Context: an optimization exercise on an open-source flow, tuned for small area, a short achievable clock period and few clock cycles. The choices shown serve that exercise and are no tape-out recipe.
RTL that was checked went through simulation tests only; none was proved equivalent to the original.
Power and IR drop assume default switching activity.

==> flow/design.v (excerpt) <==
module SingleCycleCPU(
    input clk,
    input Reset,                  
    output [31:0] pc,
    input  [31:0] instr,
    output reg reg_we,
    output reg [4:0] reg_waddr,
    output reg [31:0] reg_wdata,
    output reg mem_we,
    output reg [5:0] mem_addr,
    output reg [31:0] mem_wdata,
    output reg halted
    );
For scale: ~1700 flip-flops, roughly 140 I/O pins, ~73000 sq um of cells after synthesis.
clock: 10.0 ns
lec_check: 0
cap_margin: 20
core_margin: 2
core_utilization: 30
place_density: 0.5
slew_margin: 20
run.sh (not shown) runs the stock make flow with config.mk's settings and CLKGATE_MAP_FILE= SYNTH_SCRIPT=/design/flow/synth_recipe.tcl, a recipe that flattens the netlist after the stock synthesis.
Next try:
SETUP_SLACK_MARGIN = 5   (was not set)
Result: The changed run passed the timing, design-rule and antenna checks; sequential share of layout area is lower by 3.4 points; non-clock buffer count came out higher by 242; wire length rises by 4.8%; power goes up by 3.1%; sequential cell count does not change.
No run of this note included a check of the RTL's function; only the layout flow was run.

========
SingleCycleCPU, a different RTL version from the one above (not shown whole).
Size: ~5400 cells after synthesis, ~1800 flip-flops, ~140 I/O pins, ~75000 um^2 of cells after synthesis.
Design SingleCycleCPU, start of the top module:
module SingleCycleCPU(
    input clk,
    input Reset,                  
    output [31:0] pc,
    input  [31:0] instr,
    output reg reg_we,
    output reg [4:0] reg_waddr,
    output reg [31:0] reg_wdata,
    output reg mem_we,
    output reg [5:0] mem_addr,
    output reg [31:0] mem_wdata,
    output reg halted
    );
    wire [11:2] pcr;
    assign pc = {20'b0, pcr, 2'b00};
    reg fstop;                     
    reg [31:0] x_a, x_b;           
    reg [9:0]  x_imm;              
    reg [4:0]  x_dst;
    reg        x_wr, x_add, x_sub, x_and, x_sw, x_lw, x_bne, x_halt;
    reg        x_pred;             
    reg [11:2] x_pcn;              
    reg [31:0] m_res;
    reg [15:0] m_s0, m_s1, m_s2, m_s3;   
    reg [4:0]  m_sel;              
    reg [4:0]  m_dst;
    reg        m_wr;
    wire [31:0] alu_sum, alu_logic, alu_res;
    wire        ne;
    ALU alu(.A(x_a), .B(x_b), .add(x_add), .sub(x_sub), .and_(x_and),
            .Sum(alu_sum), .Logic(alu_logic), .Result(alu_res), .ne(ne));
    wire [5:0] maddr = x_a[5:0] + x_imm[5:0];
    wire [15:0] hr = 16'b1 << maddr[5:2];
    wire [15:0] hr1 = {hr[14:0], hr[15]};
    wire redirect = x_bne & (ne ^ x_pred);
    wire [11:2] x_target;
    Two2One2 two2one2(.PC_next(x_pcn), .Imme(x_imm), .PC_new(x_target));
    wire [11:2] x_alt = x_pred ? x_pcn : x_target;
    wire [7:0] q0, q1, q2, q3;
    DataMemory data_memory(.O(mem_addr[1:0]), .S0(m_s0), .S1(m_s1), .S2(m_s2), .S3(m_s3),
                           .DataIn(mem_wdata), .Q0(q0), .Q1(q1), .Q2(q2), .Q3(q3),
                           .WE(mem_we & Reset), .CLK(clk));
    wire [31:0] wdata;
    Two2One3 two2one3(.ALUResult(m_res), .Q0(q0), .Q1(q1), .Q2(q2), .Q3(q3),
                      .Sel(m_sel), .DB(wdata));
    wire [5:0] op = instr[31:26];
    wire [4:0] rs = instr[25:21];
    wire [4:0] rt = instr[20:16];
  ...
Settings: LEC_CHECK=0, CAP_MARGIN=20, CORE_MARGIN=2, CORE_UTILIZATION=45, CTS_CLUSTER_DIAMETER=60, CTS_CLUSTER_SIZE=35, PLACE_DENSITY=0.6, SLEW_MARGIN=20; clock period 10.0 ns.
standard.sh (not shown) runs the stock make flow with config.mk's settings and CLKGATE_MAP_FILE= SYNTH_SCRIPT=/design/flow/synth_recipe.tcl, a recipe that flattens the netlist after the stock synthesis.
==> flow/flow/run.sh <==
#!/bin/bash
set -euo pipefail
cd "$(dirname "$0")/.."
bash standard.sh SETUP_SLACK_MARGIN=6.5 finish > make_finish.log 2>&1
Testbench counts at the start, summed over its fixed seeds: cycles 199,094.
Change:
- CORE_UTILIZATION: 45 -> 40
- PLACE_DENSITY: 0.6 -> 0.55
What happened:
- The new run went through all stages and came out clean
- setup slack is worse by 0.029 ns
- clock skew decreases by 0.0093 ns
- area after synthesis is unchanged
- fmax fell by 0.79%
- global-route usage drops by 3.4 points
- design area rises by 1.1%
- register-to-register slack improved by 0.15 ns
- routed wire length came out higher by 3.0%

========
the baseline:
Starting RTL as in the previous note.
export LEC_CHECK = 0
export CAP_MARGIN = 20
export CORE_MARGIN = 2
export CORE_UTILIZATION = 50
export CTS_CLUSTER_DIAMETER = 50
export CTS_CLUSTER_SIZE = 35
export PLACE_DENSITY = 0.65
export SLEW_MARGIN = 20
create_clock -name core_clock -period 10.0 [get_ports {clk}]
Scripts as last shown in full above: flow/flow/run.sh
Testbench counts of the baseline, summed over its fixed seeds: cycles 199,094.
Here is what was changed in the inputs of the candidate compared with the baseline.
- CTS_CLUSTER_DIAMETER now 60, was 50
- CORE_UTILIZATION now 45, was 50
- SLEW_MARGIN now 80, was 20
- PLACE_DENSITY now 0.6, was 0.65
- CAP_MARGIN now 60, was 20
==> results.txt <==
Taking the baseline as the reference, in the candidate final area climbed 12000 um2; total length of routed met3 wires higher; clock network contribution to total cell area moved down; relative contribution of combinational cells to total power moved up; ratio of routed vias to standard cells -about 4%. In the candidate relative to the baseline, sequential power had gone up slightly. On routed wire length: the candidate sits above the baseline. Per the comparison of the candidate with the baseline, standby leakage power increased 16%, post-route minimum period increased 0.066 ns, clock-buffer cell count decreased 23.

========
job 5383:
Starting RTL as in the previous note.
Settings: LEC_CHECK=0, CAP_MARGIN=20, CORE_MARGIN=2, CORE_UTILIZATION=45, CTS_CLUSTER_DIAMETER=50, CTS_CLUSTER_SIZE=35, PLACE_DENSITY=0.6, SLEW_MARGIN=20; clock period 10.0 ns.
Scripts as last shown in full above: flow/flow/run.sh
Testbench counts of job 5383, summed over its fixed seeds: cycles 199,094.
Edits applied to the flow inputs when going from job 5383 to job 3574:
==> flow/flow/run.sh <==
#!/bin/bash
set -euo pipefail
cd "$(dirname "$0")/.."
bash standard.sh SETUP_SLACK_MARGIN=6.8 finish > make_finish.log 2>&1
[summary]
Summary of job 3574 over job 5383: count of unique library cells instantiated by Yosys closely matched the old numbers; clock tree cell share of total cell area saw a decrease.
Compared with job 5383, job 3574 shows a higher area overhead of the layout relative to synthesis.
The final reports for job 3574 and job 5383 show final HPWL from detailed placement lower in the former.
For share of the cycle needed by the critical path after routing, job 3574 and job 5383 come out practically identical.
Edits applied to the flow inputs when going from job 3574 to job 9151:
==> flow/flow/run.sh <==
#!/bin/bash
set -euo pipefail
cd "$(dirname "$0")/.."
bash standard.sh SETUP_SLACK_MARGIN=6.35 finish > make_finish.log 2>&1
[summary]
Job 9151 against job 3574: proportion of total power due to net switching fell 0.54 points; buffer and inverter count on the worst path rose 2. Ratio of total power to cell area: job 9151 vs job 3574 up about 6%. From job 9151 to job 3574, sum of overflow across all layers after global routing did not move at all. Between job 3574 and job 9151, non-clock buffer count is lower for job 9151, job 3574 comes in above that. Taking job 3574 as the reference, in job 9151 synthesis-to-layout area growth went down 11 points, post-cts gate resize count fell 69%, highest fanout seen on the critical path saw an increase, routability congestion estimate from global placement fell 0.0069, insertion delay to the later sink of the worst-skew pair essentially unchanged. When the final numbers for job 3574 and job 9151 were put side by side, the non-clock buffering overhead in the final layout turned out to be greater in job 3574.

## afterwards: timing with drivers on the ports
Ports are ideal in the flow. The routed layouts listed here were re-timed in OpenROAD.
Step 1 sets driving cells, clkbuf_16 on the clock port and buf_2 on the other inputs (assumed; they add their load-dependent delay and slew).
Step 2 adds t to the input delays and takes it off the output delays; t is the mean of the earliest and latest rising clock arrival at the registers after step 1. Input paths then give back, and output paths get back, about the clock's delay inside the block.
a / b / c = ideal ports / drivers / drivers and shift; a / b = the first two.
run | shift t [ns] | slack for setup (ns) | hold WS [ns] | latest minus earliest clock arrival (ns) | pins driven straight from the clock port
the first run of note 1 | 0.923 | 2.648 / 2.648 / 2.648 | 0.494 / 0.494 / 0.494 | 0.041 / 0.041 | 1
the second run of note 1 | 0.920 | 4.559 / 4.559 / 4.269 | 0.462 / 0.462 / 0.462 | 0.046 / 0.046 | 1
the first run of note 2 | 0.908 | 6.374 / 6.385 / 5.513 | 0.385 / 0.385 / 0.385 | 0.071 / 0.071 | 1
the second run of note 2 | 0.889 | 6.345 / 6.367 / 5.479 | 0.392 / 0.392 / 0.392 | 0.067 / 0.067 | 1
the baseline | 0.901 | 6.262 / 6.300 / 5.398 | 0.378 / 0.378 / 0.378 | 0.051 / 0.051 | 1
the candidate | 0.934 | 6.195 / 6.209 / 5.274 | 0.395 / 0.395 / 0.395 | 0.074 / 0.073 | 1
job 5383 | 0.919 | 6.380 / 6.429 / 5.510 | 0.386 / 0.386 / 0.386 | 0.073 / 0.072 | 1
job 3574 | 0.916 | 6.389 / 6.331 / 5.415 | 0.395 / 0.395 / 0.395 | 0.046 / 0.046 | 1
job 9151 | 0.912 | 6.254 / 6.178 / 5.266 | 0.377 / 0.377 / 0.377 | 0.056 / 0.056 | 1
After both steps setup and hold are still met in every run listed. The setup slack of job 9151, which loses most, moves by -0.076 ns with the drivers and by -0.988 ns with both steps.
